What follows belongs to an exercise in optimizing a design on an open flow for small area, a short achievable clock period and few clock cycles per item; a production flow would make more cautious choices. Function was checked by simulation only, so behaviour that the tests miss may differ from the original. Power is estimated from default activity; no workload was simulated.

==> v27: inputs <==
## aq_axi_sdma64
module aq_axi_sdma64
(
  input         ARESETN,
  input         ACLK,
  input [15:0]  S_AXI_AWADDR,
  input [3:0]   S_AXI_AWCACHE,
  input [2:0]   S_AXI_AWPROT,
  input         S_AXI_AWVALID,
  output        S_AXI_AWREADY,
  input [31:0]  S_AXI_WDATA,
  input [3:0]   S_AXI_WSTRB,
  input         S_AXI_WVALID,
  output        S_AXI_WREADY,
  output        S_AXI_BVALID,
  input         S_AXI_BREADY,
  output [1:0]  S_AXI_BRESP,
  input [15:0]  S_AXI_ARADDR,
  input [3:0]   S_AXI_ARCACHE,
  input [2:0]   S_AXI_ARPROT,
  input         S_AXI_ARVALID,
  output        S_AXI_ARREADY,
  output [31:0] S_AXI_RDATA,
  output [1:0]  S_AXI_RRESP,
  output        S_AXI_RVALID,
  input         S_AXI_RREADY,
  output [0:0]  M_AXI_AWID,
  output [31:0] M_AXI_AWADDR,
  output [7:0]  M_AXI_AWLEN,
  output [2:0]  M_AXI_AWSIZE,
  output [1:0]  M_AXI_AWBURST,
  output        M_AXI_AWLOCK,
  output [3:0]  M_AXI_AWCACHE,
  output [2:0]  M_AXI_AWPROT,
  output [3:0]  M_AXI_AWQOS,
  output [0:0]  M_AXI_AWUSER,
  output        M_AXI_AWVALID,
  input         M_AXI_AWREADY,
  output [63:0] M_AXI_WDATA,
  output [7:0]  M_AXI_WSTRB,
  output        M_AXI_WLAST,
  output [0:0]  M_AXI_WUSER,
  output        M_AXI_WVALID,
  input         M_AXI_WREADY,
  input [0:0]   M_AXI_BID,
  input [1:0]   M_AXI_BRESP,
  input [0:0]   M_AXI_BUSER,
  input         M_AXI_BVALID,
  output        M_AXI_BREADY,
  output [0:0]  M_AXI_ARID,
  output [31:0] M_AXI_ARADDR,
  output [7:0]  M_AXI_ARLEN,
  output [2:0]  M_AXI_ARSIZE,
  output [1:0]  M_AXI_ARBURST,
  output [1:0]  M_AXI_ARLOCK,
  output [3:0]  M_AXI_ARCACHE,
  output [2:0]  M_AXI_ARPROT,
  output [3:0]  M_AXI_ARQOS,
  output [0:0]  M_AXI_ARUSER,
  output        M_AXI_ARVALID,
  input         M_AXI_ARREADY,
  input [0:0]   M_AXI_RID,
  input [63:0]  M_AXI_RDATA,
  input [1:0]   M_AXI_RRESP,
  input         M_AXI_RLAST,
  input [0:0]   M_AXI_RUSER,
  input         M_AXI_RVALID,
  output        M_AXI_RREADY,
  input [63:0]  W_AXIS_TDATA,
  input         W_AXIS_TVALID,
  output        W_AXIS_TREADY,
  input [7:0]   W_AXIS_TSTRB,
  input         W_AXIS_TKEEP,
  input         W_AXIS_TLAST,
  output [63:0] R_AXIS_TDATA,
  output        R_AXIS_TVALID,
  input         R_AXIS_TREADY,
  output        R_AXIS_TLAST,
  input         W_FRAME_SYNC,
  input         R_FRAME_SYNC,
  output        INTERRUPT
);
Settings: LEC_CHECK=0, ABC_CLOCK_PERIOD_IN_PS=2200, CAP_MARGIN=20, CORE_MARGIN=2, CORE_UTILIZATION=65, CTS_CLUSTER_DIAMETER=60, CTS_CLUSTER_SIZE=30, PLACE_DENSITY=0.75, SETUP_SLACK_MARGIN=3.0, SLEW_MARGIN=20; clock period 5.5 ns.
standard.sh (not shown) runs the stock make flow with config.mk's settings and CLKGATE_MAP_FILE= SYNTH_SCRIPT=/design/flow/synth_recipe.tcl, a recipe that flattens the netlist after the stock synthesis.
==> flow/flow/run.sh <==
#!/bin/bash
set -euo pipefail
export BUFFER_PORTS_ARGS="-buffer_cell sky130_fd_sc_hd__buf_1"
bash standard.sh > standard.log 2>&1
==> inputs of v39, as changes to v27 <==
--- a/flow/config.mk
+++ b/flow/config.mk
@@ -7,10 +7,10 @@
 export LEC_CHECK = 0
-export ABC_CLOCK_PERIOD_IN_PS = 2200
+export ABC_AREA = 1
 export CAP_MARGIN = 20
 export CORE_MARGIN = 2
-export CORE_UTILIZATION = 65
+export CORE_UTILIZATION = 70
 export CTS_CLUSTER_DIAMETER = 60
 export CTS_CLUSTER_SIZE = 30
-export PLACE_DENSITY = 0.75
-export SETUP_SLACK_MARGIN = 3.0
+export PLACE_DENSITY = 0.8
+export SETUP_SLACK_MARGIN = 3.2
 export SLEW_MARGIN = 20
==> summary.txt <==
Finish
  • Invs w/o clock: 51
  • Utilization of the core after routing: between 70% and 80%
  • Share of layout cells above drive strength 1: between 15 and 20%
  • Post-route cell area: around 0.033 sq mm

Status
  • Outcome: timing/DRC/antenna clean

GRT
  • Wire length of the first global-routing pass: 111 mm

Detailed routing
  • Met2 WL: 35.4 mm

Setup path
  • First element of the critical path: u_aq_axi_sdma64_ctrl.rdata[24]
  • Origin of the critical flop-to-flop path: u_aq_axi_sdma64_ctrl.sel[8]

Power
  • Power Dens Cells: about 570 mW/mm^2
  • Internal power consumption: around 12000 uW

Placed design
  • Worst-case setup slack after placement: 1840 ps

Synthesis
  • Most instantiated cells after synthesis: 435 x sky130_fd_sc_hd__edfxtp_1, 328 x sky130_fd_sc_hd__mux2_2, 234 x sky130_fd_sc_hd__dfrtp_1, 170 x sky130_fd_sc_hd__nor2_1, 89 x sky130_fd_sc_hd__a21oi_1

Floorplan
  • Well Taps: 592
[end of results for v27]
==> summary.txt <==
Floorplan
  • Well Taps: 532

Clock tree
  • Clock tree root driver cell: sky130_fd_sc_hd__clkbuf_16
  • CTS max path bufs: 3
  • Clock tree from TritonCTS: yes
  • Post-cts resize count: 37

Setup path
  • First element of the critical path: u_aq_axi_sdma64_master.aw_addr[24]
  • Origin of the critical flop-to-flop path: u_aq_axi_sdma64_ctrl.sel[5]

Finish
  • Share of layout cells above drive strength 1: a little under a tenth
  • Utilization of the core after routing: between 80% and 90%
  • Post-route cell area: 0.0335 sq mm
  • Invs w/o clock: 215

GRT
  • Global Route met1 Usage: between 40% and 50%
  • Wire length of the first global-routing pass: 125 mm

Placed design
  • Worst-case setup slack after placement: roughly 1800 ps

Status
  • Outcome: timing/DRC/antenna clean

Detailed routing
  • Met2 WL: approximately 40 mm
  • Vias after detailed routing: between 20000 and 25000
  • Drt drc: 0

Power
  • Power Dens Cells: between 500 and 600 mW/mm^2
  • Internal power consumption: 11100 uW

STA
  • Final clock period utilization by the worst path: between 40% and 50%
[end of results for v39]
Testbench counts of v27, summed over its fixed seeds: cycles 113,529, bytes 935,008.
Testbench counts of v39, summed over its fixed seeds: cycles 113,529, bytes 935,008.

-- afterwards: timing with drivers on the ports --
The results above use ideal ports. As a check the final layouts listed here were re-extracted and re-timed, cells and wires unchanged.
Step 1, drivers: a clkbuf_16 drives ACLK and a buf_2 each remaining input, both assumed.
Step 2, shift: input delay + t, output delay - t, t = (earliest + latest rising clock arrival at the registers) / 2. This alone moves slack from input paths to output paths.
Three values: ideal ports, drivers, drivers and shift; two values: the first two.
run	t, ns	setup WS [ns]	worst data-port slew with drivers (ns)
v27	0.653	3.032 / 2.972 / 2.495	0.08
v39	0.651	3.170 / 3.112 / 2.668	0.14
After both steps every run listed still meets setup and hold. The setup slack of v27, which loses most, moves by -0.060 ns with the drivers and by -0.537 ns with both steps.
